Context: an optimization exercise on an open-source flow, tuned for small area, a short achievable clock period and few clock cycles. The choices shown serve that exercise and are no tape-out recipe.
Only simulation tests tie the RTL to the original design; equivalence was not proved.
No activity file was given, so power comes from the tool's default toggle rates.

$ cat flow/design.v
module fir_mul
(
  input  wire [15:0] a,
  input  wire [8:0]  one,
  input  wire [7:0]  two,
  input  wire [7:0]  neg,
  output wire [15:0] m
);
  wire pp1;
  wire pp2;
  wire pp3;
  wire pp4;
  wire pp5;
  wire pp6;
  wire pp7;
  wire pp8;
  wire pp9;
  wire pp10;
  wire pp11;
  wire pp12;
  wire pp13;
  wire pp14;
  wire pp15;
  wire pp16;
  wire pp17;
  wire pp18;
  wire pp19;
  wire pp20;
  wire pp21;
  wire pp22;
  wire pp23;
  wire pp24;
  wire pp25;
  wire pp26;
  wire pp27;
  wire pp28;
  wire pp29;
  wire pp30;
  wire pp31;
  wire pp32;
  wire pp33;
  wire pp34;
  wire pp35;
  wire pp36;
  wire pp37;
  wire pp38;
  wire pp39;
  wire pp40;
  wire pp41;
  wire pp42;
  wire pp43;
  wire pp44;
  wire pp45;
  wire pp46;
  wire pp47;
  wire pp48;
  wire pp49;
  wire pp50;
  wire pp51;
  wire pp52;
  wire pp53;
  wire pp54;
  wire pp55;
  wire pp56;
  wire pp57;
  wire pp58;
  wire pp59;
  wire pp60;
  wire pp61;
  wire pp62;
  wire pp63;
  wire pp64;
  wire pp65;
  wire pp66;
  wire pp67;
  wire pp68;
  wire pp69;
  wire pp70;
  wire pp71;
  wire pp72;
  wire pp73;
  wire pp74;
  wire pp75;
  wire pp76;
  wire pp77;
  wire pp78;
  wire pp79;
  wire pp80;
  wire pp81;
  wire pp82;
  wire pp83;
  wire pp84;
  wire pp85;
  wire pp86;
  wire pp87;
  wire pp88;
  wire pp89;
  wire pp90;
  wire pp91;
  wire pp92;
  wire pp93;
  wire pp94;
  wire pp95;
  wire pp96;
  wire pp97;
  wire pp98;
  wire pp99;
  wire pp100;
  wire pp101;
  wire pp102;
  wire pp103;
  wire pp104;
  wire pp105;
  wire pp106;
  wire pp107;
  wire pp108;
  wire pp109;
  wire pp110;
  wire pp111;
  wire pp112;
  wire pp113;
  wire pp114;
  wire pp115;
  wire pp116;
  wire pp117;
  wire pp118;
  wire pp119;
  wire pp120;
  wire pp121;
  wire pp122;
  wire pp123;
  wire pp124;
  wire pp125;
  wire pp126;
  wire pp127;
  wire pp128;
  wire pp129;
  wire pp130;
  wire pp131;
  wire pp132;
  wire pp133;
  wire pp134;
  wire pp135;
  wire pp136;
  wire pp137;
  wire pp138;
  wire pp139;
  wire pp140;
  wire pp141;
  wire pp142;
  wire pp143;
  wire pp144;
  wire pp145;
  wire pp146;
  wire pp147;
  wire pp148;
  wire pp149;
  wire pp150;
  wire pp151;
  wire pp152;
  wire s153;
  wire c154;
  wire s155;
  wire c156;
  wire s157;
  wire c158;
  wire s159;
  wire c160;
  wire s161;
  wire c162;
  wire s163;
  wire c164;
  wire s165;
  wire c166;
  wire s167;
  wire c168;
  wire s169;
  wire c170;
  wire s171;
  wire c172;
  wire s173;
  wire c174;
  wire s175;
  wire c176;
  wire s177;
  wire c178;
  wire s179;
  wire c180;
  wire s181;
  wire c182;
  wire s183;
  wire c184;
  wire s185;
  wire c186;
  wire s187;
  wire c188;
  wire s189;
  wire c190;
  wire s191;
  wire c192;
  wire s193;
  wire c194;
  wire s195;
  wire c196;
  wire s197;
  wire c198;
  wire s199;
  wire c200;
  wire s201;
  wire c202;
  wire s203;
  wire c204;
  wire s205;
  wire c206;
  wire s207;
  wire c208;
  wire s209;
  wire c210;
  wire s211;
  wire c212;
  wire s213;
  wire c214;
  wire s215;
  wire c216;
  wire s217;
  wire c218;
  wire s219;
  wire c220;
  wire s221;
  wire c222;
  wire s223;
  wire c224;
  wire s225;
  wire c226;
  wire s227;
  wire c228;
  wire s229;
  wire c230;
  wire s231;
  wire c232;
  wire s233;
  wire c234;
  wire s235;
  wire c236;
  wire s237;
  wire c238;
  wire s239;
  wire c240;
  wire s241;
  wire c242;
  wire s243;
  wire c244;
  wire s245;
  wire c246;
  wire s247;
  wire c248;
  wire s249;
  wire c250;
  wire s251;
  wire c252;
  wire s253;
  wire c254;
  wire s255;
  wire c256;
  wire s257;
  wire c258;
  wire s259;
  wire c260;
  wire s261;
  wire c262;
  wire s263;
  wire c264;
  wire s265;
  wire c266;
  wire s267;
  wire c268;
  wire s269;
  wire c270;
  wire s271;
  wire c272;
  wire s273;
  wire c274;
  wire s275;
  wire c276;
  wire s277;
  wire c278;
  wire s279;
  wire c280;
  wire s281;
  wire c282;
  wire s283;
  wire c284;
  wire s285;
  wire c286;
  wire s287;
  wire c288;
  wire s289;
  wire c290;
  wire s291;
  wire c292;
  wire s293;
  wire c294;
  wire s295;
  wire c296;
  wire s297;
  wire c298;
  wire s299;
  wire c300;
  wire s301;
  wire c302;
  wire s303;
  wire c304;
  wire s305;
  wire c306;
  wire s307;
  wire c308;
  wire s309;
  wire c310;
  wire s311;
  wire c312;
  wire s313;
  wire c314;
  wire s315;
  wire c316;
  wire s317;
  wire c318;
  wire s319;
  wire c320;
  wire s321;
  wire c322;
  wire s323;
  wire c324;
  wire s325;
  wire c326;
  wire s327;
  wire c328;
  wire s329;
  wire c330;
  wire s331;
  wire c332;
  wire s333;
  wire c334;
  wire s335;
  wire c336;
  wire s337;
  wire c338;
  wire s339;
  wire c340;
  wire s341;
  wire c342;
  wire s343;
  wire c344;
  wire s345;
  wire c346;
  wire s347;
  wire c348;
  wire s349;
  wire c350;
  wire s351;
  wire c352;
  wire s353;
  wire c354;
  wire s355;
  wire c356;
  wire s357;
  wire c358;
  wire s359;
  wire c360;
  wire s361;
  wire c362;
  wire s363;
  wire c364;
  wire s365;
  wire c366;
  wire s367;
  wire c368;
  wire s369;
  wire c370;
  wire s371;
  wire c372;
  wire s373;
  wire c374;
  wire s375;
  wire c376;
  wire s377;
  wire c378;
  wire s379;
  wire c380;
  wire s381;
  wire c382;
  wire s383;
  wire c384;
  wire s385;
  wire c386;
  wire s387;
  wire c388;
  wire s389;
  wire c390;
  wire s391;
  wire c392;
  wire s393;
  wire c394;
  wire s395;
  wire c396;
  wire s397;
  wire c398;
  wire s399;
  wire c400;
  wire s401;
  wire c402;
  wire s403;
  wire c404;
  wire s405;
  wire c406;
  wire s407;
  wire c408;
  wire s409;
  wire c410;
  wire s411;
  wire c412;
  wire s413;
  wire c414;
  assign pp1 = ((one[0] & a[0])) ^ neg[0];
  assign pp2 = ((one[0] & a[1]) | (two[0] & a[0])) ^ neg[0];
  assign pp3 = ((one[0] & a[2]) | (two[0] & a[1])) ^ neg[0];
  assign pp4 = ((one[0] & a[3]) | (two[0] & a[2])) ^ neg[0];
  assign pp5 = ((one[0] & a[4]) | (two[0] & a[3])) ^ neg[0];
  assign pp6 = ((one[0] & a[5]) | (two[0] & a[4])) ^ neg[0];
  assign pp7 = ((one[0] & a[6]) | (two[0] & a[5])) ^ neg[0];
  assign pp8 = ((one[0] & a[7]) | (two[0] & a[6])) ^ neg[0];
  assign pp9 = ((one[0] & a[8]) | (two[0] & a[7])) ^ neg[0];
  assign pp10 = ((one[0] & a[9]) | (two[0] & a[8])) ^ neg[0];
  assign pp11 = ((one[0] & a[10]) | (two[0] & a[9])) ^ neg[0];
  assign pp12 = ((one[0] & a[11]) | (two[0] & a[10])) ^ neg[0];
  assign pp13 = ((one[0] & a[12]) | (two[0] & a[11])) ^ neg[0];
  assign pp14 = ((one[0] & a[13]) | (two[0] & a[12])) ^ neg[0];
  assign pp15 = ((one[0] & a[14]) | (two[0] & a[13])) ^ neg[0];
  assign pp16 = ((one[0] & a[15]) | (two[0] & a[14])) ^ neg[0];
  assign pp17 = ((two[0] & a[15])) ^ neg[0];
  assign pp18 = ((one[1] & a[0])) ^ neg[1];
  assign pp19 = ((one[1] & a[1]) | (two[1] & a[0])) ^ neg[1];
  assign pp20 = ((one[1] & a[2]) | (two[1] & a[1])) ^ neg[1];
  assign pp21 = ((one[1] & a[3]) | (two[1] & a[2])) ^ neg[1];
  assign pp22 = ((one[1] & a[4]) | (two[1] & a[3])) ^ neg[1];
  assign pp23 = ((one[1] & a[5]) | (two[1] & a[4])) ^ neg[1];
  assign pp24 = ((one[1] & a[6]) | (two[1] & a[5])) ^ neg[1];
  assign pp25 = ((one[1] & a[7]) | (two[1] & a[6])) ^ neg[1];
  assign pp26 = ((one[1] & a[8]) | (two[1] & a[7])) ^ neg[1];
  assign pp27 = ((one[1] & a[9]) | (two[1] & a[8])) ^ neg[1];
  assign pp28 = ((one[1] & a[10]) | (two[1] & a[9])) ^ neg[1];
  assign pp29 = ((one[1] & a[11]) | (two[1] & a[10])) ^ neg[1];
  assign pp30 = ((one[1] & a[12]) | (two[1] & a[11])) ^ neg[1];
  assign pp31 = ((one[1] & a[13]) | (two[1] & a[12])) ^ neg[1];
  assign pp32 = ((one[1] & a[14]) | (two[1] & a[13])) ^ neg[1];
  assign pp33 = ((one[1] & a[15]) | (two[1] & a[14])) ^ neg[1];
  assign pp34 = ((two[1] & a[15])) ^ neg[1];
  assign pp35 = ((one[2] & a[0])) ^ neg[2];
  assign pp36 = ((one[2] & a[1]) | (two[2] & a[0])) ^ neg[2];
  assign pp37 = ((one[2] & a[2]) | (two[2] & a[1])) ^ neg[2];
  assign pp38 = ((one[2] & a[3]) | (two[2] & a[2])) ^ neg[2];
  assign pp39 = ((one[2] & a[4]) | (two[2] & a[3])) ^ neg[2];
  assign pp40 = ((one[2] & a[5]) | (two[2] & a[4])) ^ neg[2];
  assign pp41 = ((one[2] & a[6]) | (two[2] & a[5])) ^ neg[2];
  assign pp42 = ((one[2] & a[7]) | (two[2] & a[6])) ^ neg[2];
  assign pp43 = ((one[2] & a[8]) | (two[2] & a[7])) ^ neg[2];
  assign pp44 = ((one[2] & a[9]) | (two[2] & a[8])) ^ neg[2];
  assign pp45 = ((one[2] & a[10]) | (two[2] & a[9])) ^ neg[2];
  assign pp46 = ((one[2] & a[11]) | (two[2] & a[10])) ^ neg[2];
  assign pp47 = ((one[2] & a[12]) | (two[2] & a[11])) ^ neg[2];
  assign pp48 = ((one[2] & a[13]) | (two[2] & a[12])) ^ neg[2];
  assign pp49 = ((one[2] & a[14]) | (two[2] & a[13])) ^ neg[2];
  assign pp50 = ((one[2] & a[15]) | (two[2] & a[14])) ^ neg[2];
  assign pp51 = ((two[2] & a[15])) ^ neg[2];
  assign pp52 = ((one[3] & a[0])) ^ neg[3];
  assign pp53 = ((one[3] & a[1]) | (two[3] & a[0])) ^ neg[3];
  assign pp54 = ((one[3] & a[2]) | (two[3] & a[1])) ^ neg[3];
  assign pp55 = ((one[3] & a[3]) | (two[3] & a[2])) ^ neg[3];
  assign pp56 = ((one[3] & a[4]) | (two[3] & a[3])) ^ neg[3];
  assign pp57 = ((one[3] & a[5]) | (two[3] & a[4])) ^ neg[3];
  assign pp58 = ((one[3] & a[6]) | (two[3] & a[5])) ^ neg[3];
  assign pp59 = ((one[3] & a[7]) | (two[3] & a[6])) ^ neg[3];
  assign pp60 = ((one[3] & a[8]) | (two[3] & a[7])) ^ neg[3];
  assign pp61 = ((one[3] & a[9]) | (two[3] & a[8])) ^ neg[3];
  assign pp62 = ((one[3] & a[10]) | (two[3] & a[9])) ^ neg[3];
  assign pp63 = ((one[3] & a[11]) | (two[3] & a[10])) ^ neg[3];
  assign pp64 = ((one[3] & a[12]) | (two[3] & a[11])) ^ neg[3];
  assign pp65 = ((one[3] & a[13]) | (two[3] & a[12])) ^ neg[3];
  assign pp66 = ((one[3] & a[14]) | (two[3] & a[13])) ^ neg[3];
  assign pp67 = ((one[3] & a[15]) | (two[3] & a[14])) ^ neg[3];
  assign pp68 = ((two[3] & a[15])) ^ neg[3];
  assign pp69 = ((one[4] & a[0])) ^ neg[4];
  assign pp70 = ((one[4] & a[1]) | (two[4] & a[0])) ^ neg[4];
  assign pp71 = ((one[4] & a[2]) | (two[4] & a[1])) ^ neg[4];
  assign pp72 = ((one[4] & a[3]) | (two[4] & a[2])) ^ neg[4];
  assign pp73 = ((one[4] & a[4]) | (two[4] & a[3])) ^ neg[4];
  assign pp74 = ((one[4] & a[5]) | (two[4] & a[4])) ^ neg[4];
  assign pp75 = ((one[4] & a[6]) | (two[4] & a[5])) ^ neg[4];
  assign pp76 = ((one[4] & a[7]) | (two[4] & a[6])) ^ neg[4];
  assign pp77 = ((one[4] & a[8]) | (two[4] & a[7])) ^ neg[4];
  assign pp78 = ((one[4] & a[9]) | (two[4] & a[8])) ^ neg[4];
  assign pp79 = ((one[4] & a[10]) | (two[4] & a[9])) ^ neg[4];
  assign pp80 = ((one[4] & a[11]) | (two[4] & a[10])) ^ neg[4];
  assign pp81 = ((one[4] & a[12]) | (two[4] & a[11])) ^ neg[4];
  assign pp82 = ((one[4] & a[13]) | (two[4] & a[12])) ^ neg[4];
  assign pp83 = ((one[4] & a[14]) | (two[4] & a[13])) ^ neg[4];
  assign pp84 = ((one[4] & a[15]) | (two[4] & a[14])) ^ neg[4];
  assign pp85 = ((two[4] & a[15])) ^ neg[4];
  assign pp86 = ((one[5] & a[0])) ^ neg[5];
  assign pp87 = ((one[5] & a[1]) | (two[5] & a[0])) ^ neg[5];
  assign pp88 = ((one[5] & a[2]) | (two[5] & a[1])) ^ neg[5];
  assign pp89 = ((one[5] & a[3]) | (two[5] & a[2])) ^ neg[5];
  assign pp90 = ((one[5] & a[4]) | (two[5] & a[3])) ^ neg[5];
  assign pp91 = ((one[5] & a[5]) | (two[5] & a[4])) ^ neg[5];
  assign pp92 = ((one[5] & a[6]) | (two[5] & a[5])) ^ neg[5];
  assign pp93 = ((one[5] & a[7]) | (two[5] & a[6])) ^ neg[5];
  assign pp94 = ((one[5] & a[8]) | (two[5] & a[7])) ^ neg[5];
  assign pp95 = ((one[5] & a[9]) | (two[5] & a[8])) ^ neg[5];
  assign pp96 = ((one[5] & a[10]) | (two[5] & a[9])) ^ neg[5];
  assign pp97 = ((one[5] & a[11]) | (two[5] & a[10])) ^ neg[5];
  assign pp98 = ((one[5] & a[12]) | (two[5] & a[11])) ^ neg[5];
  assign pp99 = ((one[5] & a[13]) | (two[5] & a[12])) ^ neg[5];
  assign pp100 = ((one[5] & a[14]) | (two[5] & a[13])) ^ neg[5];
  assign pp101 = ((one[5] & a[15]) | (two[5] & a[14])) ^ neg[5];
  assign pp102 = ((two[5] & a[15])) ^ neg[5];
  assign pp103 = ((one[6] & a[0])) ^ neg[6];
  assign pp104 = ((one[6] & a[1]) | (two[6] & a[0])) ^ neg[6];
  assign pp105 = ((one[6] & a[2]) | (two[6] & a[1])) ^ neg[6];
  assign pp106 = ((one[6] & a[3]) | (two[6] & a[2])) ^ neg[6];
  assign pp107 = ((one[6] & a[4]) | (two[6] & a[3])) ^ neg[6];
  assign pp108 = ((one[6] & a[5]) | (two[6] & a[4])) ^ neg[6];
  assign pp109 = ((one[6] & a[6]) | (two[6] & a[5])) ^ neg[6];
  assign pp110 = ((one[6] & a[7]) | (two[6] & a[6])) ^ neg[6];
  assign pp111 = ((one[6] & a[8]) | (two[6] & a[7])) ^ neg[6];
  assign pp112 = ((one[6] & a[9]) | (two[6] & a[8])) ^ neg[6];
  assign pp113 = ((one[6] & a[10]) | (two[6] & a[9])) ^ neg[6];
  assign pp114 = ((one[6] & a[11]) | (two[6] & a[10])) ^ neg[6];
  assign pp115 = ((one[6] & a[12]) | (two[6] & a[11])) ^ neg[6];
  assign pp116 = ((one[6] & a[13]) | (two[6] & a[12])) ^ neg[6];
  assign pp117 = ((one[6] & a[14]) | (two[6] & a[13])) ^ neg[6];
  assign pp118 = ((one[6] & a[15]) | (two[6] & a[14])) ^ neg[6];
  assign pp119 = ((two[6] & a[15])) ^ neg[6];
  assign pp120 = ((one[7] & a[0])) ^ neg[7];
  assign pp121 = ((one[7] & a[1]) | (two[7] & a[0])) ^ neg[7];
  assign pp122 = ((one[7] & a[2]) | (two[7] & a[1])) ^ neg[7];
  assign pp123 = ((one[7] & a[3]) | (two[7] & a[2])) ^ neg[7];
  assign pp124 = ((one[7] & a[4]) | (two[7] & a[3])) ^ neg[7];
  assign pp125 = ((one[7] & a[5]) | (two[7] & a[4])) ^ neg[7];
  assign pp126 = ((one[7] & a[6]) | (two[7] & a[5])) ^ neg[7];
  assign pp127 = ((one[7] & a[7]) | (two[7] & a[6])) ^ neg[7];
  assign pp128 = ((one[7] & a[8]) | (two[7] & a[7])) ^ neg[7];
  assign pp129 = ((one[7] & a[9]) | (two[7] & a[8])) ^ neg[7];
  assign pp130 = ((one[7] & a[10]) | (two[7] & a[9])) ^ neg[7];
  assign pp131 = ((one[7] & a[11]) | (two[7] & a[10])) ^ neg[7];
  assign pp132 = ((one[7] & a[12]) | (two[7] & a[11])) ^ neg[7];
  assign pp133 = ((one[7] & a[13]) | (two[7] & a[12])) ^ neg[7];
  assign pp134 = ((one[7] & a[14]) | (two[7] & a[13])) ^ neg[7];
  assign pp135 = ((one[7] & a[15]) | (two[7] & a[14])) ^ neg[7];
  assign pp136 = ((two[7] & a[15])) ^ neg[7];
  assign pp137 = one[8] & a[0];
  assign pp138 = one[8] & a[1];
  assign pp139 = one[8] & a[2];
  assign pp140 = one[8] & a[3];
  assign pp141 = one[8] & a[4];
  assign pp142 = one[8] & a[5];
  assign pp143 = one[8] & a[6];
  assign pp144 = one[8] & a[7];
  assign pp145 = one[8] & a[8];
  assign pp146 = one[8] & a[9];
  assign pp147 = one[8] & a[10];
  assign pp148 = one[8] & a[11];
  assign pp149 = one[8] & a[12];
  assign pp150 = one[8] & a[13];
  assign pp151 = one[8] & a[14];
  assign pp152 = one[8] & a[15];
  assign s153 = pp11 ^ pp26;
  assign c154 = pp11 & pp26;
  assign s155 = pp12 ^ pp27;
  assign c156 = pp12 & pp27;
  assign s157 = pp13 ^ pp28 ^ pp43;
  assign c158 = (pp13 & pp28) | (pp13 & pp43) | (pp28 & pp43);
  assign s159 = pp58 ^ pp73;
  assign c160 = pp58 & pp73;
  assign s161 = pp14 ^ pp29 ^ pp44;
  assign c162 = (pp14 & pp29) | (pp14 & pp44) | (pp29 & pp44);
  assign s163 = pp59 ^ pp74;
  assign c164 = pp59 & pp74;
  assign s165 = pp15 ^ pp30 ^ pp45;
  assign c166 = (pp15 & pp30) | (pp15 & pp45) | (pp30 & pp45);
  assign s167 = pp60 ^ pp75 ^ pp90;
  assign c168 = (pp60 & pp75) | (pp60 & pp90) | (pp75 & pp90);
  assign s169 = pp105 ^ pp120;
  assign c170 = pp105 & pp120;
  assign s171 = pp16 ^ pp31 ^ pp46;
  assign c172 = (pp16 & pp31) | (pp16 & pp46) | (pp31 & pp46);
  assign s173 = pp61 ^ pp76 ^ pp91;
  assign c174 = (pp61 & pp76) | (pp61 & pp91) | (pp76 & pp91);
  assign s175 = pp106 ^ pp121;
  assign c176 = pp106 & pp121;
  assign s177 = pp17 ^ pp32 ^ pp47;
  assign c178 = (pp17 & pp32) | (pp17 & pp47) | (pp32 & pp47);
  assign s179 = pp62 ^ pp77 ^ pp92;
  assign c180 = (pp62 & pp77) | (pp62 & pp92) | (pp77 & pp92);
  assign s181 = pp107 ^ pp122 ^ pp137;
  assign c182 = (pp107 & pp122) | (pp107 & pp137) | (pp122 & pp137);
  assign s183 = pp33 ^ pp48 ^ pp63;
  assign c184 = (pp33 & pp48) | (pp33 & pp63) | (pp48 & pp63);
  assign s185 = pp78 ^ pp93 ^ pp108;
  assign c186 = (pp78 & pp93) | (pp78 & pp108) | (pp93 & pp108);
  assign s187 = pp123 ^ pp138 ^ neg[0];
  assign c188 = (pp123 & pp138) | (pp123 & neg[0]) | (pp138 & neg[0]);
  assign s189 = pp34 ^ pp49 ^ pp64;
  assign c190 = (pp34 & pp49) | (pp34 & pp64) | (pp49 & pp64);
  assign s191 = pp79 ^ pp94 ^ pp109;
  assign c192 = (pp79 & pp94) | (pp79 & pp109) | (pp94 & pp109);
  assign s193 = pp124 ^ pp139 ^ neg[0];
  assign c194 = (pp124 & pp139) | (pp124 & neg[0]) | (pp139 & neg[0]);
  assign s195 = pp50 ^ pp65 ^ pp80;
  assign c196 = (pp50 & pp65) | (pp50 & pp80) | (pp65 & pp80);
  assign s197 = pp95 ^ pp110 ^ pp125;
  assign c198 = (pp95 & pp110) | (pp95 & pp125) | (pp110 & pp125);
  assign s199 = pp140 ^ ~neg[0] ^ ~neg[1];
  assign c200 = (pp140 & ~neg[0]) | (pp140 & ~neg[1]) | (~neg[0] & ~neg[1]);
  assign s201 = pp51 ^ pp66 ^ pp81;
  assign c202 = (pp51 & pp66) | (pp51 & pp81) | (pp66 & pp81);
  assign s203 = pp96 ^ pp111 ^ pp126;
  assign c204 = (pp96 & pp111) | (pp96 & pp126) | (pp111 & pp126);
  assign s205 = pp141 ^ 1'b1;
  assign c206 = pp141 & 1'b1;
  assign s207 = pp67 ^ pp82 ^ pp97;
  assign c208 = (pp67 & pp82) | (pp67 & pp97) | (pp82 & pp97);
  assign s209 = pp112 ^ pp127 ^ pp142;
  assign c210 = (pp112 & pp127) | (pp112 & pp142) | (pp127 & pp142);
  assign s211 = pp68 ^ pp83 ^ pp98;
  assign c212 = (pp68 & pp83) | (pp68 & pp98) | (pp83 & pp98);
  assign s213 = pp113 ^ pp128;
  assign c214 = pp113 & pp128;
  assign s215 = pp84 ^ pp99 ^ pp114;
  assign c216 = (pp84 & pp99) | (pp84 & pp114) | (pp99 & pp114);
  assign s217 = pp85 ^ pp100;
  assign c218 = pp85 & pp100;
  assign s219 = pp7 ^ pp22;
  assign c220 = pp7 & pp22;
  assign s221 = pp8 ^ pp23;
  assign c222 = pp8 & pp23;
  assign s223 = pp9 ^ pp24 ^ pp39;
  assign c224 = (pp9 & pp24) | (pp9 & pp39) | (pp24 & pp39);
  assign s225 = pp54 ^ pp69;
  assign c226 = pp54 & pp69;
  assign s227 = pp10 ^ pp25 ^ pp40;
  assign c228 = (pp10 & pp25) | (pp10 & pp40) | (pp25 & pp40);
  assign s229 = pp55 ^ pp70;
  assign c230 = pp55 & pp70;
  assign s231 = s153 ^ pp41 ^ pp56;
  assign c232 = (s153 & pp41) | (s153 & pp56) | (pp41 & pp56);
  assign s233 = pp71 ^ pp86 ^ neg[5];
  assign c234 = (pp71 & pp86) | (pp71 & neg[5]) | (pp86 & neg[5]);
  assign s235 = c154 ^ s155 ^ pp42;
  assign c236 = (c154 & s155) | (c154 & pp42) | (s155 & pp42);
  assign s237 = pp57 ^ pp72 ^ pp87;
  assign c238 = (pp57 & pp72) | (pp57 & pp87) | (pp72 & pp87);
  assign s239 = c156 ^ s157 ^ s159;
  assign c240 = (c156 & s157) | (c156 & s159) | (s157 & s159);
  assign s241 = pp88 ^ pp103 ^ neg[6];
  assign c242 = (pp88 & pp103) | (pp88 & neg[6]) | (pp103 & neg[6]);
  assign s243 = c158 ^ c160 ^ s161;
  assign c244 = (c158 & c160) | (c158 & s161) | (c160 & s161);
  assign s245 = s163 ^ pp89 ^ pp104;
  assign c246 = (s163 & pp89) | (s163 & pp104) | (pp89 & pp104);
  assign s247 = c162 ^ c164 ^ s165;
  assign c248 = (c162 & c164) | (c162 & s165) | (c164 & s165);
  assign s249 = s167 ^ s169 ^ neg[7];
  assign c250 = (s167 & s169) | (s167 & neg[7]) | (s169 & neg[7]);
  assign s251 = c166 ^ c168 ^ c170;
  assign c252 = (c166 & c168) | (c166 & c170) | (c168 & c170);
  assign s253 = s171 ^ s173 ^ s175;
  assign c254 = (s171 & s173) | (s171 & s175) | (s173 & s175);
  assign s255 = c172 ^ c174 ^ c176;
  assign c256 = (c172 & c174) | (c172 & c176) | (c174 & c176);
  assign s257 = s177 ^ s179 ^ s181;
  assign c258 = (s177 & s179) | (s177 & s181) | (s179 & s181);
  assign s259 = c178 ^ c180 ^ c182;
  assign c260 = (c178 & c180) | (c178 & c182) | (c180 & c182);
  assign s261 = s183 ^ s185 ^ s187;
  assign c262 = (s183 & s185) | (s183 & s187) | (s185 & s187);
  assign s263 = c184 ^ c186 ^ c188;
  assign c264 = (c184 & c186) | (c184 & c188) | (c186 & c188);
  assign s265 = s189 ^ s191 ^ s193;
  assign c266 = (s189 & s191) | (s189 & s193) | (s191 & s193);
  assign s267 = c190 ^ c192 ^ c194;
  assign c268 = (c190 & c192) | (c190 & c194) | (c192 & c194);
  assign s269 = s195 ^ s197 ^ s199;
  assign c270 = (s195 & s197) | (s195 & s199) | (s197 & s199);
  assign s271 = c196 ^ c198 ^ c200;
  assign c272 = (c196 & c198) | (c196 & c200) | (c198 & c200);
  assign s273 = s201 ^ s203 ^ s205;
  assign c274 = (s201 & s203) | (s201 & s205) | (s203 & s205);
  assign s275 = c202 ^ c204 ^ c206;
  assign c276 = (c202 & c204) | (c202 & c206) | (c204 & c206);
  assign s277 = s207 ^ s209 ^ ~neg[2];
  assign c278 = (s207 & s209) | (s207 & ~neg[2]) | (s209 & ~neg[2]);
  assign s279 = c208 ^ c210 ^ s211;
  assign c280 = (c208 & c210) | (c208 & s211) | (c210 & s211);
  assign s281 = s213 ^ pp143 ^ 1'b1;
  assign c282 = (s213 & pp143) | (s213 & 1'b1) | (pp143 & 1'b1);
  assign s283 = c212 ^ c214 ^ s215;
  assign c284 = (c212 & c214) | (c212 & s215) | (c214 & s215);
  assign s285 = pp129 ^ pp144 ^ ~neg[3];
  assign c286 = (pp129 & pp144) | (pp129 & ~neg[3]) | (pp144 & ~neg[3]);
  assign s287 = c216 ^ s217 ^ pp115;
  assign c288 = (c216 & s217) | (c216 & pp115) | (s217 & pp115);
  assign s289 = pp130 ^ pp145 ^ 1'b1;
  assign c290 = (pp130 & pp145) | (pp130 & 1'b1) | (pp145 & 1'b1);
  assign s291 = c218 ^ pp101 ^ pp116;
  assign c292 = (c218 & pp101) | (c218 & pp116) | (pp101 & pp116);
  assign s293 = pp131 ^ pp146 ^ ~neg[4];
  assign c294 = (pp131 & pp146) | (pp131 & ~neg[4]) | (pp146 & ~neg[4]);
  assign s295 = pp102 ^ pp117 ^ pp132;
  assign c296 = (pp102 & pp117) | (pp102 & pp132) | (pp117 & pp132);
  assign s297 = pp147 ^ 1'b1;
  assign c298 = pp147 & 1'b1;
  assign s299 = pp118 ^ pp133 ^ pp148;
  assign c300 = (pp118 & pp133) | (pp118 & pp148) | (pp133 & pp148);
  assign s301 = pp119 ^ pp134;
  assign c302 = pp119 & pp134;
  assign s303 = pp5 ^ pp20;
  assign c304 = pp5 & pp20;
  assign s305 = pp6 ^ pp21;
  assign c306 = pp6 & pp21;
  assign s307 = s219 ^ pp37 ^ pp52;
  assign c308 = (s219 & pp37) | (s219 & pp52) | (pp37 & pp52);
  assign s309 = c220 ^ s221 ^ pp38;
  assign c310 = (c220 & s221) | (c220 & pp38) | (s221 & pp38);
  assign s311 = c222 ^ s223 ^ s225;
  assign c312 = (c222 & s223) | (c222 & s225) | (s223 & s225);
  assign s313 = c224 ^ c226 ^ s227;
  assign c314 = (c224 & c226) | (c224 & s227) | (c226 & s227);
  assign s315 = c228 ^ c230 ^ s231;
  assign c316 = (c228 & c230) | (c228 & s231) | (c230 & s231);
  assign s317 = c232 ^ c234 ^ s235;
  assign c318 = (c232 & c234) | (c232 & s235) | (c234 & s235);
  assign s319 = c236 ^ c238 ^ s239;
  assign c320 = (c236 & c238) | (c236 & s239) | (c238 & s239);
  assign s321 = c240 ^ c242 ^ s243;
  assign c322 = (c240 & c242) | (c240 & s243) | (c242 & s243);
  assign s323 = c244 ^ c246 ^ s247;
  assign c324 = (c244 & c246) | (c244 & s247) | (c246 & s247);
  assign s325 = c248 ^ c250 ^ s251;
  assign c326 = (c248 & c250) | (c248 & s251) | (c250 & s251);
  assign s327 = c252 ^ c254 ^ s255;
  assign c328 = (c252 & c254) | (c252 & s255) | (c254 & s255);
  assign s329 = c256 ^ c258 ^ s259;
  assign c330 = (c256 & c258) | (c256 & s259) | (c258 & s259);
  assign s331 = c260 ^ c262 ^ s263;
  assign c332 = (c260 & c262) | (c260 & s263) | (c262 & s263);
  assign s333 = c264 ^ c266 ^ s267;
  assign c334 = (c264 & c266) | (c264 & s267) | (c266 & s267);
  assign s335 = c268 ^ c270 ^ s271;
  assign c336 = (c268 & c270) | (c268 & s271) | (c270 & s271);
  assign s337 = c272 ^ c274 ^ s275;
  assign c338 = (c272 & c274) | (c272 & s275) | (c274 & s275);
  assign s339 = c276 ^ c278 ^ s279;
  assign c340 = (c276 & c278) | (c276 & s279) | (c278 & s279);
  assign s341 = c280 ^ c282 ^ s283;
  assign c342 = (c280 & c282) | (c280 & s283) | (c282 & s283);
  assign s343 = c284 ^ c286 ^ s287;
  assign c344 = (c284 & c286) | (c284 & s287) | (c286 & s287);
  assign s345 = c288 ^ c290 ^ s291;
  assign c346 = (c288 & c290) | (c288 & s291) | (c290 & s291);
  assign s347 = c292 ^ c294 ^ s295;
  assign c348 = (c292 & c294) | (c292 & s295) | (c294 & s295);
  assign s349 = c296 ^ c298 ^ s299;
  assign c350 = (c296 & c298) | (c296 & s299) | (c298 & s299);
  assign s351 = c300 ^ s301 ^ pp149;
  assign c352 = (c300 & s301) | (c300 & pp149) | (s301 & pp149);
  assign s353 = c302 ^ pp135 ^ pp150;
  assign c354 = (c302 & pp135) | (c302 & pp150) | (pp135 & pp150);
  assign s355 = pp136 ^ pp151;
  assign c356 = pp136 & pp151;
  assign s357 = pp3 ^ pp18;
  assign c358 = pp3 & pp18;
  assign s359 = pp4 ^ pp19;
  assign c360 = pp4 & pp19;
  assign s361 = s303 ^ pp35 ^ neg[2];
  assign c362 = (s303 & pp35) | (s303 & neg[2]) | (pp35 & neg[2]);
  assign s363 = c304 ^ s305 ^ pp36;
  assign c364 = (c304 & s305) | (c304 & pp36) | (s305 & pp36);
  assign s365 = c306 ^ s307 ^ neg[3];
  assign c366 = (c306 & s307) | (c306 & neg[3]) | (s307 & neg[3]);
  assign s367 = c308 ^ s309 ^ pp53;
  assign c368 = (c308 & s309) | (c308 & pp53) | (s309 & pp53);
  assign s369 = c310 ^ s311 ^ neg[4];
  assign c370 = (c310 & s311) | (c310 & neg[4]) | (s311 & neg[4]);
  assign s371 = c312 ^ s313 ^ s229;
  assign c372 = (c312 & s313) | (c312 & s229) | (s313 & s229);
  assign s373 = c314 ^ s315 ^ s233;
  assign c374 = (c314 & s315) | (c314 & s233) | (s315 & s233);
  assign s375 = c316 ^ s317 ^ s237;
  assign c376 = (c316 & s317) | (c316 & s237) | (s317 & s237);
  assign s377 = c318 ^ s319 ^ s241;
  assign c378 = (c318 & s319) | (c318 & s241) | (s319 & s241);
  assign s379 = c320 ^ s321 ^ s245;
  assign c380 = (c320 & s321) | (c320 & s245) | (s321 & s245);
  assign s381 = c322 ^ s323 ^ s249;
  assign c382 = (c322 & s323) | (c322 & s249) | (s323 & s249);
  assign s383 = c324 ^ s325 ^ s253;
  assign c384 = (c324 & s325) | (c324 & s253) | (s325 & s253);
  assign s385 = c326 ^ s327 ^ s257;
  assign c386 = (c326 & s327) | (c326 & s257) | (s327 & s257);
  assign s387 = c328 ^ s329 ^ s261;
  assign c388 = (c328 & s329) | (c328 & s261) | (s329 & s261);
  assign s389 = c330 ^ s331 ^ s265;
  assign c390 = (c330 & s331) | (c330 & s265) | (s331 & s265);
  assign s391 = c332 ^ s333 ^ s269;
  assign c392 = (c332 & s333) | (c332 & s269) | (s333 & s269);
  assign s393 = c334 ^ s335 ^ s273;
  assign c394 = (c334 & s335) | (c334 & s273) | (s335 & s273);
  assign s395 = c336 ^ s337 ^ s277;
  assign c396 = (c336 & s337) | (c336 & s277) | (s337 & s277);
  assign s397 = c338 ^ s339 ^ s281;
  assign c398 = (c338 & s339) | (c338 & s281) | (s339 & s281);
  assign s399 = c340 ^ s341 ^ s285;
  assign c400 = (c340 & s341) | (c340 & s285) | (s341 & s285);
  assign s401 = c342 ^ s343 ^ s289;
  assign c402 = (c342 & s343) | (c342 & s289) | (s343 & s289);
  assign s403 = c344 ^ s345 ^ s293;
  assign c404 = (c344 & s345) | (c344 & s293) | (s345 & s293);
  assign s405 = c346 ^ s347 ^ s297;
  assign c406 = (c346 & s347) | (c346 & s297) | (s347 & s297);
  assign s407 = c348 ^ s349 ^ ~neg[5];
  assign c408 = (c348 & s349) | (c348 & ~neg[5]) | (s349 & ~neg[5]);
  assign s409 = c350 ^ s351 ^ 1'b1;
  assign c410 = (c350 & s351) | (c350 & 1'b1) | (s351 & 1'b1);
  assign s411 = c352 ^ s353 ^ ~neg[6];
  assign c412 = (c352 & s353) | (c352 & ~neg[6]) | (s353 & ~neg[6]);
  assign s413 = c354 ^ s355 ^ 1'b1;
  assign c414 = (c354 & s355) | (c354 & 1'b1) | (s355 & 1'b1);
  wire [30:0] r0 = {c412, c410, c408, c406, c404, c402, c400, c398, c396, c394, c392, c390, c388, c386, c384, c382, c380, c378, c376, c374, c372, c370, c368, c366, c364, c362, c360, c358, s357, pp2, pp1};
  wire [30:0] r1 = {s413, s411, s409, s407, s405, s403, s401, s399, s397, s395, s393, s391, s389, s387, s385, s383, s381, s379, s377, s375, s373, s371, s369, s367, s365, s363, s361, s359, neg[1], 1'b0, neg[0]};
  wire [30:0] g0 = r0 & r1;
  wire [30:0] p0 = r0 ^ r1;
  wire G1 = g0[1] | (p0[1] & g0[0]);
  wire P1 = p0[1] & p0[0];
  wire G2 = g0[3] | (p0[3] & g0[2]);
  wire P2 = p0[3] & p0[2];
  wire G3 = g0[5] | (p0[5] & g0[4]);
  wire P3 = p0[5] & p0[4];
  wire G4 = g0[7] | (p0[7] & g0[6]);
  wire P4 = p0[7] & p0[6];
  wire G5 = g0[9] | (p0[9] & g0[8]);
  wire P5 = p0[9] & p0[8];
  wire G6 = g0[11] | (p0[11] & g0[10]);
  wire P6 = p0[11] & p0[10];
  wire G7 = g0[13] | (p0[13] & g0[12]);
  wire P7 = p0[13] & p0[12];
  wire G8 = g0[15] | (p0[15] & g0[14]);
  wire P8 = p0[15] & p0[14];
  wire G9 = g0[17] | (p0[17] & g0[16]);
  wire P9 = p0[17] & p0[16];
  wire G10 = g0[19] | (p0[19] & g0[18]);
  wire P10 = p0[19] & p0[18];
  wire G11 = g0[21] | (p0[21] & g0[20]);
  wire P11 = p0[21] & p0[20];
  wire G12 = g0[23] | (p0[23] & g0[22]);
  wire P12 = p0[23] & p0[22];
  wire G13 = g0[25] | (p0[25] & g0[24]);
  wire P13 = p0[25] & p0[24];
  wire G14 = g0[27] | (p0[27] & g0[26]);
  wire P14 = p0[27] & p0[26];
  wire G15 = g0[29] | (p0[29] & g0[28]);
  wire P15 = p0[29] & p0[28];
  wire G16 = g0[2] | (p0[2] & G1);
  wire P16 = p0[2] & P1;
  wire G17 = G2 | (P2 & G1);
  wire P17 = P2 & P1;
  wire G18 = g0[6] | (p0[6] & G3);
  wire P18 = p0[6] & P3;
  wire G19 = G4 | (P4 & G3);
  wire P19 = P4 & P3;
  wire G20 = g0[10] | (p0[10] & G5);
  wire P20 = p0[10] & P5;
  wire G21 = G6 | (P6 & G5);
  wire P21 = P6 & P5;
  wire G22 = g0[14] | (p0[14] & G7);
  wire P22 = p0[14] & P7;
  wire G23 = G8 | (P8 & G7);
  wire P23 = P8 & P7;
  wire G24 = g0[18] | (p0[18] & G9);
  wire P24 = p0[18] & P9;
  wire G25 = G10 | (P10 & G9);
  wire P25 = P10 & P9;
  wire G26 = g0[22] | (p0[22] & G11);
  wire P26 = p0[22] & P11;
  wire G27 = G12 | (P12 & G11);
  wire P27 = P12 & P11;
  wire G28 = g0[26] | (p0[26] & G13);
  wire P28 = p0[26] & P13;
  wire G29 = G14 | (P14 & G13);
  wire P29 = P14 & P13;
  wire G30 = g0[30] | (p0[30] & G15);
  wire P30 = p0[30] & P15;
  wire G31 = g0[4] | (p0[4] & G17);
  wire P31 = p0[4] & P17;
  wire G32 = G3 | (P3 & G17);
  wire P32 = P3 & P17;
  wire G33 = G18 | (P18 & G17);
  wire P33 = P18 & P17;
  wire G34 = G19 | (P19 & G17);
  wire P34 = P19 & P17;
  wire G35 = g0[12] | (p0[12] & G21);
  wire P35 = p0[12] & P21;
  wire G36 = G7 | (P7 & G21);
  wire P36 = P7 & P21;
  wire G37 = G22 | (P22 & G21);
  wire P37 = P22 & P21;
  wire G38 = G23 | (P23 & G21);
  wire P38 = P23 & P21;
  wire G39 = g0[20] | (p0[20] & G25);
  wire P39 = p0[20] & P25;
  wire G40 = G11 | (P11 & G25);
  wire P40 = P11 & P25;
  wire G41 = G26 | (P26 & G25);
  wire P41 = P26 & P25;
  wire G42 = G27 | (P27 & G25);
  wire P42 = P27 & P25;
  wire G43 = g0[28] | (p0[28] & G29);
  wire P43 = p0[28] & P29;
  wire G44 = G15 | (P15 & G29);
  wire P44 = P15 & P29;
  wire G45 = G30 | (P30 & G29);
  wire P45 = P30 & P29;
  wire G46 = g0[8] | (p0[8] & G34);
  wire P46 = p0[8] & P34;
  wire G47 = G5 | (P5 & G34);
  wire P47 = P5 & P34;
  wire G48 = G20 | (P20 & G34);
  wire P48 = P20 & P34;
  wire G49 = G21 | (P21 & G34);
  wire P49 = P21 & P34;
  wire G50 = G35 | (P35 & G34);
  wire P50 = P35 & P34;
  wire G51 = G36 | (P36 & G34);
  wire P51 = P36 & P34;
  wire G52 = G37 | (P37 & G34);
  wire P52 = P37 & P34;
  wire G53 = G38 | (P38 & G34);
  wire P53 = P38 & P34;
  wire G54 = g0[24] | (p0[24] & G42);
  wire P54 = p0[24] & P42;
  wire G55 = G13 | (P13 & G42);
  wire P55 = P13 & P42;
  wire G56 = G28 | (P28 & G42);
  wire P56 = P28 & P42;
  wire G57 = G29 | (P29 & G42);
  wire P57 = P29 & P42;
  wire G58 = G43 | (P43 & G42);
  wire P58 = P43 & P42;
  wire G59 = G44 | (P44 & G42);
  wire P59 = P44 & P42;
  wire G60 = G45 | (P45 & G42);
  wire P60 = P45 & P42;
  wire G61 = g0[16] | (p0[16] & G53);
  wire P61 = p0[16] & P53;
  wire G62 = G9 | (P9 & G53);
  wire P62 = P9 & P53;
  wire G63 = G24 | (P24 & G53);
  wire P63 = P24 & P53;
  wire G64 = G25 | (P25 & G53);
  wire P64 = P25 & P53;
  wire G65 = G39 | (P39 & G53);
  wire P65 = P39 & P53;
  wire G66 = G40 | (P40 & G53);
  wire P66 = P40 & P53;
  wire G67 = G41 | (P41 & G53);
  wire P67 = P41 & P53;
  wire G68 = G42 | (P42 & G53);
  wire P68 = P42 & P53;
  wire G69 = G54 | (P54 & G53);
  wire P69 = P54 & P53;
  wire G70 = G55 | (P55 & G53);
  wire P70 = P55 & P53;
  wire G71 = G56 | (P56 & G53);
  wire P71 = P56 & P53;
  wire G72 = G57 | (P57 & G53);
  wire P72 = P57 & P53;
  wire G73 = G58 | (P58 & G53);
  wire P73 = P58 & P53;
  wire G74 = G59 | (P59 & G53);
  wire P74 = P59 & P53;
  wire G75 = G60 | (P60 & G53);
  wire P75 = P60 & P53;
  assign m[0] = p0[15] ^ G52;
  assign m[1] = p0[16] ^ G53;
  assign m[2] = p0[17] ^ G61;
  assign m[3] = p0[18] ^ G62;
  assign m[4] = p0[19] ^ G63;
  assign m[5] = p0[20] ^ G64;
  assign m[6] = p0[21] ^ G65;
  assign m[7] = p0[22] ^ G66;
  assign m[8] = p0[23] ^ G67;
  assign m[9] = p0[24] ^ G68;
  assign m[10] = p0[25] ^ G69;
  assign m[11] = p0[26] ^ G70;
  assign m[12] = p0[27] ^ G71;
  assign m[13] = p0[28] ^ G72;
  assign m[14] = p0[29] ^ G73;
  assign m[15] = p0[30] ^ G74;
endmodule
module fir_booth
(
  input  wire [15:0] b,
  output wire [8:0]  one,
  output wire [7:0]  two,
  output wire [7:0]  neg
);
  wire [16:0] bx = {b, 1'b0};
  genvar i;
  generate
    for (i = 0; i < 8; i = i + 1) begin : dig
      wire h = bx[2*i+2], m = bx[2*i+1], l = bx[2*i];
      assign one[i] = m ^ l;
      assign two[i] = (h & ~m & ~l) | (~h & m & l);
      assign neg[i] = h & ~(m & l);
    end
  endgenerate
  assign one[8] = b[15];
endmodule
module ahb_lite_fir_filter
(
  input  wire        clk,
  input  wire        n_rst,
  input  wire        hsel,
  input  wire [3:0]  haddr,
  input  wire        hsize,
  input  wire [1:0]  htrans,
  input  wire        hwrite,
  input  wire [15:0] hwdata,
  output reg  [15:0] hrdata,
  output reg         hresp
);
  wire xfer   = hsel & (htrans == 2'd2);
  wire wr_ok  = (haddr >= 4'd4) & (haddr <= 4'd14);
  always_comb hresp = xfer & (hwrite ? ~wr_ok : (haddr == 4'd15));
  reg        wp;           
  reg [3:0]  pa;           
  reg        ps;           
  always_ff @(posedge clk, negedge n_rst)
    if (!n_rst) wp <= 1'b0;
    else        wp <= xfer & hwrite & wr_ok;
  always_ff @(posedge clk) begin
    pa <= haddr;
    ps <= hsize;
  end
  wire wlo = wp & (ps | ~pa[0]);
  wire whi = wp & (ps |  pa[0]);
  reg [15:0] smp;                  
  reg [15:0] f0, f1, f2, f3;       
  reg [15:0] c0, c1, c2, c3;       
  reg [15:0] x1, x2;               
  reg        vc, vx1, vx2;         
  reg [17:0] acc;                  
  reg [15:0] res;                  
  reg        err;
  reg [15:0] mr;                   
  reg [15:0] ma;                   
  reg [8:0]  bone;                 
  reg [7:0]  btwo, bneg;
  reg s_0;                         
  reg u;                           
  reg s_c1;                        
  reg s_c2;                        
  reg s_c3;                        
  reg s_a3;                        
  reg g2;                          
  wire sel_smp = pa[3:1] == 3'd2;
  wire start   = wp & sel_smp;
  wire wr14    = wp & (pa == 4'd14);
  wire load    = wr14 & hwdata[0];
  wire [15:0] smp_n = {whi & sel_smp ? hwdata[15:8] : smp[15:8],
                       wlo & sel_smp ? hwdata[7:0]  : smp[7:0]};
  function automatic gt16(input [15:0] a, input [15:0] b);
    reg [15:0] g, l;
    integer w, i;
    g = a & ~b;
    l = ~a & b;
    for (w = 1; w < 16; w = w * 2)
      for (i = 0; i < 16; i = i + 2 * w) begin
        g[i] = g[i + w] | (~l[i + w] & g[i]);
        l[i] = l[i + w] | (~g[i + w] & l[i]);
      end
    gt16 = g[0];
  endfunction
  reg  [15:0] bn;
  wire [8:0]  bn_one;
  wire [7:0]  bn_two, bn_neg;
  wire [15:0] m;
  always_comb
    bn = ({16{start & vc}} & c0) | ({16{s_0 & vc}} & c1) |
         ({16{s_c1 & vc}} & c2) | ({16{s_c2 & vc}} & c3);
  fir_booth ENC (.b(bn), .one(bn_one), .two(bn_two), .neg(bn_neg));
  always_ff @(posedge clk) begin
    ma <= ({16{start | wr14 | s_0}} & smp_n) | ({16{s_c1 & vx1}} & x1) |
          ({16{s_c2 & vx2}} & x2);
    bone <= bn_one;
    btwo <= bn_two;
    bneg <= bn_neg;
  end
  fir_mul MUL (.a(ma), .one(bone), .two(btwo), .neg(bneg), .m(m));
  wire        mgt  = gt16(mr, acc[15:0]);
  wire        dneg = acc[17] | mgt;
  wire        sub  = g2 | s_c3;
  wire [17:0] opa  = s_c2 ? 18'd0 : acc;
  wire [17:0] opb  = sub ? ~{2'b0, mr} : {2'b0, mr};
  wire        cin  = s_c3 | (g2 & ~dneg);
  wire [17:0] sum  = opa + opb + {17'd0, cin};
  wire err_now = (~acc[17] & acc[16]) | (acc[17] & mgt);
  always_ff @(posedge clk)
    mr <= m;
  always_ff @(posedge clk, negedge n_rst) begin
    if (!n_rst) begin
      smp <= '0;
      f0 <= '0; f1 <= '0; f2 <= '0; f3 <= '0;
      vc <= 1'b0; vx1 <= 1'b0; vx2 <= 1'b0;
      acc <= '0;
      res <= '0;
      err <= 1'b0;
      s_0 <= 1'b0; u <= 1'b0; s_c1 <= 1'b0; s_c2 <= 1'b0; s_c3 <= 1'b0;
      s_a3 <= 1'b0; g2 <= 1'b0;
    end else begin
      smp <= smp_n;
      if (wlo && pa[3:1] == 3'd3) f0[7:0]  <= hwdata[7:0];
      if (whi && pa[3:1] == 3'd3) f0[15:8] <= hwdata[15:8];
      if (wlo && pa[3:1] == 3'd4) f1[7:0]  <= hwdata[7:0];
      if (whi && pa[3:1] == 3'd4) f1[15:8] <= hwdata[15:8];
      if (wlo && pa[3:1] == 3'd5) f2[7:0]  <= hwdata[7:0];
      if (whi && pa[3:1] == 3'd5) f2[15:8] <= hwdata[15:8];
      if (wlo && pa[3:1] == 3'd6) f3[7:0]  <= hwdata[7:0];
      if (whi && pa[3:1] == 3'd6) f3[15:8] <= hwdata[15:8];
      if (start) begin
        vx1 <= 1'b1;
        vx2 <= vx1;
      end
      if (load)
        vc <= 1'b1;
      s_0  <= start | load;
      u    <= start;
      s_c1 <= s_0;
      g2   <= s_0 & u;
      s_c2 <= s_c1;
      s_c3 <= s_c2;
      s_a3 <= s_c3;
      if (load)
        err <= 1'b0;
      else if (g2)
        err <= err_now;
      if (g2)
        res <= sum[15:0] ^ {16{dneg}};
      if (s_c2 | s_c3 | s_a3)
        acc <= sum;
    end
  end
  always_ff @(posedge clk) begin
    if (start) begin
      x1 <= smp;
      x2 <= x1;
    end
    if (load) begin
      c0 <= f0; c1 <= f1; c2 <= f2; c3 <= f3;
    end
  end
  reg [6:0] rlo, rhi;
  wire      rd = xfer & ~hwrite;
  always_ff @(posedge clk) begin
    for (int k = 0; k < 7; k++) begin
      rlo[k] <= rd & (haddr[3:1] == k) & (hsize | ~haddr[0]);
      rhi[k] <= rd & (haddr[3:1] == k) & (hsize |  haddr[0]);
    end
  end
  wire [15:0] g0 = {7'b0, g2 ? err_now : err, 7'b0, s_0};
  wire [15:0] r_hl [0:6];
  assign r_hl[0] = g0;
  assign r_hl[1] = res;
  assign r_hl[2] = smp;
  assign r_hl[3] = f0;
  assign r_hl[4] = f1;
  assign r_hl[5] = f2;
  assign r_hl[6] = f3;
  always_comb begin
    hrdata = 16'd0;
    for (int k = 0; k < 7; k++)
      hrdata = hrdata | ({{8{rhi[k]}}, {8{rlo[k]}}} & r_hl[k]);
  end
endmodule
$ cat flow/flow/run.sh
#!/bin/bash
set -uo pipefail
export SETUP_SLACK_MARGIN=6.25
export BUFFER_PORTS_ARGS="-buffer_cell sky130_fd_sc_hd__buf_2"
bash standard.sh > standard.log 2>&1
$ cat flow/standard.sh
#!/bin/bash
# synth_recipe.tcl (not shown) runs the flow's synth.tcl, then flattens the netlist and writes it again
# the make line also repeats each setting of config.mk as NAME=value (left out here)
make -C /OpenROAD-flow-scripts/flow DESIGN_CONFIG=/design/flow/config.mk WORK_HOME=/design/flow/orfs CLKGATE_MAP_FILE= SYNTH_SCRIPT=/design/flow/synth_recipe.tcl "${@:-finish}"
$ cat flow/config.mk
export PLATFORM = sky130hd
export DESIGN_NAME = ahb_lite_fir_filter
export DESIGN_NICKNAME = ahb_lite_fir_filter
export VERILOG_FILES = /design/flow/design.v
export SDC_FILE = /design/flow/constraint.sdc
export NUM_CORES = 4
export LEC_CHECK = 0
export CAP_MARGIN = 20
export CORE_MARGIN = 2
export CORE_UTILIZATION = 60
export CTS_BUF_LIST = sky130_fd_sc_hd__clkbuf_16
export CTS_CLUSTER_DIAMETER = 80
export CTS_CLUSTER_SIZE = 25
export SLEW_MARGIN = 20
$ cat flow/constraint.sdc
create_clock -name core_clock -period 11.0 [get_ports {clk}]
set_input_delay 2.2000 -clock core_clock [delete_from_list [all_inputs] [get_ports {clk}]]
set_output_delay 2.2000 -clock core_clock [all_outputs]
set_load 0.01 [all_outputs]
==> impl_results.md, run 1 <==
* Status: timing/DRC/antenna clean
* Max Cap Viol at 0
* Mean area per synthesized cell at 10.8 um2
* Synthesized-area fraction occupied by adder cells at 16.5%
* Dominant register cell in the synthesized netlist: sky130_fd_sc_hd__dfrtp_1
* Count of synthesis-stage warnings from yosys at 1
* Final global-route overflow total at 0
* Number of buffers added by the clock tree synthesis step at 16
* Initial Utilization at 60.6%
* Xor and xnor area share after synthesis at 9.09%
* CTS root buf: sky130_fd_sc_hd__clkbuf_16
* Last weighted congestion value of the routability-driven placer at 0.854
* Final-report max-slew violation count at 0
* Asr flop ratio synth at 42.3%
* Area of the die at 0.0322 mm2
* Highest clock frequency the design can meet at 0.203 GHz
* Worst EP arrival at 2.72 ns
* DRC at 0
* Maximum number of pins on one net before global-route repair at 73
* Unrepaired setup endpoints after global routing: true
* Number of global-route vias before repair at 12,800
* Maximum level of the CTS H-tree at 1
* Average wire per standard cell at 22.0 um
* Buffers from clock root to sink, at most at 3
* Wire length of the first global-routing pass at 72,200 um
* Cells after synthesis at 1,713
* EDFF count, synth at 96
* Number of antenna violations at the first check in global routing at 0
* Most common cell after layout, fill and taps aside: sky130_fd_sc_hd__inv_1
* Crit Path Category: in2out
* Startpoint type of the worst setup path: input port
* Post-route ant nets at 0
* Area growth syn-to-layout at 10.7%
* Post-synthesis mux area share at 5.72%
* Final worst-path setup slack at 6.08 ns
* Number of sinks on the clock net at 298
* Share of the yosys chip area belonging to registers at 40.9%
* Unique cell type count in the Yosys netlist at 75
* Dominant combinational cell family by area after synthesis: adder cells
* Share of final-layout standard cells stronger than drive strength 1 at 20.2%
* Via count at 12,900
* Tightest slew margin relative to the limit at 32.2%
* Antenna Cells at 0
* Worst-Margin Slew at 1.01 ns
* Total power divided by cell area at 106 mW/mm2
* Final cycle utilization of the critical path at 44.7%
* Maximum VDD drop at 0.160 mV
* Endpoint type of the worst setup path: primary output
* Flip-flop and latch count after synthesis at 298
* Tmin final at 4.92 ns
* Vias per cell at 6.01
* Place WS at 5.41 ns
* Final Skew at 0.0207 ns
* HPWL after detailed placement at 32,200 um
* Number of hold-slack violations in the final timing report at 0
* Number of setup violations in the final report at 0
* # port buffers at 43
* Detailed-router iteration count before antenna repair at 6
* Core area at 0.0305 mm2
* Post-synthesis instance area at 0.0185 mm2
* Core Rows at 64
* Synthesized netlist net count at 1,918
* Routed Wire Length at 47,100 um
* Final Net Count at 1,943
* Clock latency (worst-skew pair) at 0.51 ns
* Most used cells in the layout excluding fill and tap cells: 184 x sky130_fd_sc_hd__inv_1, 169 x sky130_fd_sc_hd__a22oi_1, 154 x sky130_fd_sc_hd__xnor2_1
* Count of hold-fix buffers inserted at cts at 0
* Clock transition at the register clock pins on the worst setup and hold paths after CTS at 0.10 ns
* Iteration-0 DRC count of the detailed router at 1,077
* Total negative slack for setup checks at 0 ns
* Clock tree from TritonCTS: done
* Post-detailed-placement cell area at 0.0189 mm2
* Simple-gate share of the synthesized area at 8.27%
* Summed area of non-filler cells in the final layout at 0.0205 mm2
* WP data required at 8.80 ns
* Global routing usage summed across all routing layers at 28.5%
* Complex-gate fraction of the synthesized area at 13.3%
* Highest fanout seen on the critical path at 4
* Die height at 180 um
* Path type of the worst min-delay path: reg2reg
* Die W at 180 um
* Static Leak at 8.72 nW
* Count of pins on the block boundary at 44
[metrics by stage]
stage / std cells / total power [mW] / hold WS, ns / utilization, %
2_1_floorplan: 1713 / 1.46 / 0.359 / -
3_3_place_gp: 2041 / 1.54 / 0.385 / 61.9
3_5_place_dp: 2041 / 1.55 / 0.392 / 61.9
4_1_cts: 2083 / 2.18 / 0.403 / 64.5
5_1_grt: 2144 / 2.27 / 0.421 / 67.1
6_report: 2144 / 2.18 / 0.401 / 67.1
[path summary, 6_finish.rpt]
| check | start | endpoint | slack, ns | depth (start not counted) |
|---|---|---|---|---|
| setup / recovery | haddr[2] | hresp | 6.08 | 5 |
| hold / removal | s_c1$_DFF_PN0_ | s_c2$_DFF_PN0_ | 0.40 | 0 |
| setup reg to reg | bone[2]$_DFF_P_ | mr[15]$_DFF_P_ | 6.16 | 18 |
| hold reg to reg | s_c1$_DFF_PN0_ | s_c2$_DFF_PN0_ | 0.40 | 0 |
| max in group asynchronous | n_rst | res[11]$_DFFE_PN0P_ | 8.02 | 2 |
| min in group asynchronous | n_rst | f2[2]$_DFFE_PN0P_ | 1.66 | 1 |
[synth_stat cells (all sizes together) (46+ instances only)]
library cell	n	area, um2
clkbuf	113	424
mux2	78	878
nand2	100	375
a22oi	182	1370
dfxtp	76	1520
xnor2	161	1410
nor2	61	234
edfxtp	96	2880
fa	107	2140
ha	71	888
o21ai	46	230
inv	181	679
dfrtp	126	3150
[logic make-up (layout without fill, tap and decap cells)]
kind of cell / count (synthesis) / count (layout)
AOI/OAI and AO/OA: 337 / 337
xor gates and xnor gates: 192 / 192
adders and majority gates: 180 / 180
buffers and inverters: 304 / 339
DFF: 298 / 298
muxes: 96 / 96
and+or+nand+nor: 306 / 306
[power breakdown]
part,total (mW),switching (mW),internal [mW]
logic,0.302,0.169,0.133
clock network,0.642,0.355,0.288
registers,1.23,0.0472,1.19
total,2.18,0.571,1.61
[final cells by class]
| type | count | area (um2) |
|---|---|---|
| Timing Repair Buffer | 130 | 928 |
| Fill cell | 2383 | 10000 |
| Sequential cell | 298 | 7670 |
| Inverter | 181 | 682 |
| Clock buffer | 17 | 425 |
| Multi-Input combinational cell | 1111 | 10200 |
| Clock inverter | 11 | 67.6 |
| Tap cell | 396 | 495 |
[critical path, cell delays in order]
cell and delay (ns):
sky130_fd_sc_hd__buf_12 0.11, sky130_fd_sc_hd__nor2_4 0.11, sky130_fd_sc_hd__nand2_2 0.05, sky130_fd_sc_hd__a21oi_2 0.12, sky130_fd_sc_hd__buf_2 0.13
[layer usage]
metal / vias up / part of all wire [%] / global-route usage, % / wire length, um
li1: 5933 / - / - / -
met1: 6475 / 45 / 40.8 / 21300
met2: 395 / 47 / 46.6 / 22100
met3: 90 / 4.5 / 2.76 / 2130
met4: 0 / 3.3 / 8.49 / 1560
met5: - / 0 / 0 / 0
[registers in the layout, indices dropped and copies added, names as in the netlist, 4 cells and up]
name	flops
f3	16
ma	16
c2	16
acc	18
f2	16
pa	4
rhi	7
f1	16
btwo	8
x1	16
res	16
smp	16
c0	16
c1	16
f0	16
x2	16
rlo	7
c3	16
bneg	8
bone	9
mr	16
[repair_timing]
item,CTS,global route
setup endpoints to repair,19,19
pin swaps,10,31
buffers inserted,14,61
gates resized for setup,85,62
Testbench counts, summed over its fixed seeds: cycles 4,104.
==> inputs of run 2 (changes only) <==
==> flow/flow/run.sh (replaced) <==
#!/bin/bash
set -uo pipefail
export SETUP_SLACK_MARGIN=6.0
export BUFFER_PORTS_ARGS="-buffer_cell sky130_fd_sc_hd__buf_2"
bash standard.sh > standard.log 2>&1
--- a/flow/config.mk
+++ b/flow/config.mk
@@ -11,4 +11,5 @@
 export CTS_BUF_LIST = sky130_fd_sc_hd__clkbuf_16
 export CTS_CLUSTER_DIAMETER = 80
 export CTS_CLUSTER_SIZE = 25
+export PLACE_DENSITY = 0.75
 export SLEW_MARGIN = 20
==> run 2 against run 1 <==
  * Still clean on timing, DRC and antenna
  * Non-clock buffer count down 38
  * Final cell count down 1.7%
  * Global-route usage down 1.0 points
  * Combinational power down 2%
  * Largest power group unchanged
==> impl_results.md, run 2 <==
* Via count at 13,000
* # port buffers at 43
* Tightest slew margin relative to the limit at 31.9%
* Clock tree from TritonCTS: done
* Complex-gate fraction of the synthesized area at 13.3%
* Clock transition at the register clock pins on the worst setup and hold paths after CTS at 0.10 ns
* Maximum level of the CTS H-tree at 1
* EDFF count, synth at 96
* Count of hold-fix buffers inserted at cts at 0
* Startpoint type of the worst setup path: register
* Number of global-route vias before repair at 12,500
* HPWL after detailed placement at 32,500 um
* Worst hold margin at 0.396 ns
* Core area at 0.0305 mm2
* Final Skew at 0.0384 ns
* Number of setup violations in the final report at 0
* Final std cells w/o fill at 2,107
* Dominant register cell in the synthesized netlist: sky130_fd_sc_hd__dfrtp_1
* Worst-Margin Slew at 1.02 ns
* Tmin final at 5.01 ns
* Largest register by flop count: acc
* Maximum VDD drop at 0.119 mV
* Average wire per standard cell at 21.5 um
* Flip-flop and latch count after synthesis at 298
* Number of hold-slack violations in the final timing report at 0
* Cell at the slowest stage of the critical path: sky130_fd_sc_hd__dfrtp_1
* Summed area of non-filler cells in the final layout at 0.0199 mm2
* Total negative slack for setup checks at 0 ns
* Endpoint type of the worst setup path: primary output
* Initial Utilization at 60.6%
* Unique cell type count in the Yosys netlist at 75
* Worst EP arrival at 2.81 ns
* Asr flop ratio synth at 42.3%
* Mean area per synthesized cell at 10.8 um2
* End point of the worst hold path: s_c2$_DFF_PN0_
* FF-to-FF Start: btwo[1]$_DFF_P_
* Dominant combinational cell family by area after synthesis: adder cells
* Count leader, synth: sky130_fd_sc_hd__a22oi_1
* Core Rows at 64
* Number of buffers added by the clock tree synthesis step at 17
* Highest fanout seen on the critical path at 4
* Routed Wire Length at 45,400 um
* Total of fill cells in the finished design at 2,342
* Most common cell after layout, fill and taps aside: sky130_fd_sc_hd__inv_1
* Final Net Count at 1,906
* Number of sinks on the clock net at 298
* Register-to-register path setup slack at 6.20 ns
* Worst Reg-to-Reg Cells at 18
* Post-synthesis instance area at 0.0185 mm2
* Final global-route overflow total at 0
* Unrepaired setup endpoints after global routing: true
* Simple-gate share of the synthesized area at 8.27%
* Place WS at 5.31 ns
* Cells after synthesis at 1,713
* CTS root buf: sky130_fd_sc_hd__clkbuf_16
* Maximum number of pins on one net before global-route repair at 54
* Most used cells in the layout excluding fill and tap cells: 184 x sky130_fd_sc_hd__inv_1, 175 x sky130_fd_sc_hd__a22oi_1, 161 x sky130_fd_sc_hd__xnor2_1
* Iteration-0 DRC count of the detailed router at 1,312
* Placed cells at 2,042
* Largest cells by area after synthesis: sky130_fd_sc_hd__dfrtp_1 17%, sky130_fd_sc_hd__edfxtp_1 16%, sky130_fd_sc_hd__fa_1 12%
* Antenna Cells at 0
* Final worst-path setup slack at 5.99 ns
* Buffers from clock root to sink, at most at 3
* Final-report max-slew violation count at 0
* Post-synthesis mux area share at 5.72%
* Synthesized-area fraction occupied by adder cells at 16.5%
* Total power divided by cell area at 110 mW/mm2
* Detailed-router iteration count before antenna repair at 7
* Number of antenna violations at the first check in global routing at 0
* Area of the multi-input gates at 0.00994 mm2
* Sequential cell area at 0.00769 mm2
* Worst hold stages at 0
* Share of final-layout standard cells stronger than drive strength 1 at 16.4%
* Path type of the worst min-delay path: reg2reg
* Hold Path Origin: s_c1$_DFF_PN0_
* Share of the yosys chip area belonging to registers at 40.9%
* Biggest cell delay along the critical path at 0.39 ns
* Highest clock frequency the design can meet at 0.200 GHz
* Area of the die at 0.0322 mm2
* Vias per cell at 6.16
* Critical register-to-register path endpoint: mr[15]$_DFF_P_
* Xor and xnor area share after synthesis at 9.09%
* Max reg flops at 18
* Count of pins on the block boundary at 44
* Max Cap Viol at 0
* Cell type contributing the most total cell area after synthesis: sky130_fd_sc_hd__dfrtp_1
* Cells traversed along the worst timing path: nor2b_2, o221ai_1, a22oi_1, o21ai_1, a21o_1, a221o_1, o211a_1, o22ai_4, o21ai_2, buf_2
* Post-detailed-placement cell area at 0.0189 mm2
* Clock latency (worst-skew pair) at 0.52 ns
* Post-route ant nets at 0
* Crit Path Category: reg2out
* Last weighted congestion value of the routability-driven placer at 0.909
* Global routing usage summed across all routing layers at 27.5%
* Die height at 180 um
* Static Leak at 8.43 nW
* Final cycle utilization of the critical path at 45.6%
* Area share of the leading cell type in the synthesized netlist at 17.1%
* Count of synthesis-stage warnings from yosys at 1
* WP data required at 8.80 ns
* Status: timing/DRC/antenna clean
* Wire length of the first global-routing pass at 70,400 um
* List of most frequent post-synthesis cells: 182 x sky130_fd_sc_hd__a22oi_1, 177 x sky130_fd_sc_hd__inv_1, 161 x sky130_fd_sc_hd__xnor2_1
* Die W at 180 um
* Synthesized netlist net count at 1,918
* Area growth syn-to-layout at 7.78%
* DRC at 0
==> run 2: cell counts after synthesis <==
Identical to the previous run, type by type.
==> run 2: critical path: cells and delay by family (launching register included) <==
kind | cells | cell delay [ns]
flip-flops | 1 | 0.39
buffers and inverters | 1 | 0.15
AND/OR/NAND/NOR | 1 | 0.15
AO/OA/AOI/OAI | 8 | 1.59
==> run 2: area by class of cell <==
type / count / share of cell area [%]
well taps: 396 / 2.49
clock buffers: 17 / 2.13
inverters: 181 / 3.42
multi-input cells: 1111 / 49.9
clock inverters: 12 / 0.452
flip-flops and latches: 298 / 38.6
repair buffers: 92 / 3.06
==> run 2: repair_timing <==
action | in CTS | in global routing
resized for setup | 52 | 61
buffers inserted | 0 | 36
setup endpoints to repair | 21 | 22
pin swaps | 5 | 13
==> run 2: worst max-delay path by stage <==
| stage | end | from |
|---|---|---|
| floorplan | mr[15]$_DFF_P_ | bneg[0]$_DFF_P_ |
| global placement | mr[15]$_DFF_P_ | bneg[0]$_DFF_P_ |
| detailed placement | mr[15]$_DFF_P_ | bneg[1]$_DFF_P_ |
| CTS | mr[15]$_DFF_P_ | btwo[1]$_DFF_P_ |
| global route | hrdata[8] | mr[4]$_DFF_P_ |
| finish | hrdata[8] | acc[1]$_DFFE_PN0P_ |
==> run 2: cells by family after synthesis <==
| group | after synthesis |
|---|---|
| compound gates | 337 |
| xor+xnor | 192 |
| fa+ha+maj | 180 |
| buf+inv | 304 |
| flops | 298 |
| mux | 96 |
| simple gates | 306 |
==> run 2: through the flow <==
| stage | util (%) | total power, mW |
|---|---|---|
| after floorplan | - | 1.46 |
| after CTS | 63.8 | 2.19 |
| after detailed placement | 61.8 | 1.54 |
| final | 65.3 | 2.19 |
| after global placement | 61.8 | 1.53 |
| after global routing | 65.3 | 2.28 |
==> run 2: per-layer routing <==
layer | part of all wire, % | up-vias | track usage (%)
met5 | 0 | - | 0
met4 | 4.1 | 0 | 11.2
met3 | 7.1 | 97 | 4.03
met2 | 47 | 540 | 43.2
met1 | 42 | 6480 | 38.8
li1 | - | 5861 | -
==> run 2: where the power goes <==
group | internal, mW | total, mW | leakage, nW | switching (mW)
combinational | 0.130 | 0.297 | 4.96 | 0.166
sequential | 1.19 | 1.23 | 3.19 | 0.0433
clock | 0.296 | 0.667 | 0.278 | 0.371

port drivers added, routing unchanged:
No port has a modelled driver above. Below, the same layouts with a new extraction and two added sets of constraints.
Step 1, drivers: a clkbuf_16 drives clk and a buf_2 each remaining input, both assumed.
Step 2 also shifts input and output timing later by t, the mid clock arrival at the registers, as if the neighbouring blocks saw the same clock.
a / b / c = ideal ports / drivers / drivers and shift; a / b = the first two.
| run | shift t [ns] | setup WS [ns] | latest minus earliest clock arrival (ns) | worst data-port slew with drivers (ns) | pins driven straight from the clock port |
|---|---|---|---|---|---|
| run 1 | 0.546 | 6.082 / 6.030 / 6.030 | 0.021 / 0.021 | 0.07 | 1 |
| run 2 | 0.553 | 5.988 / 5.938 / 5.991 | 0.038 / 0.039 | 0.05 | 1 |
After both steps setup and hold are still met in every run listed. For run 1, which loses most, drivers alone change the setup slack by -0.052 ns; drivers and shift together by -0.052 ns.
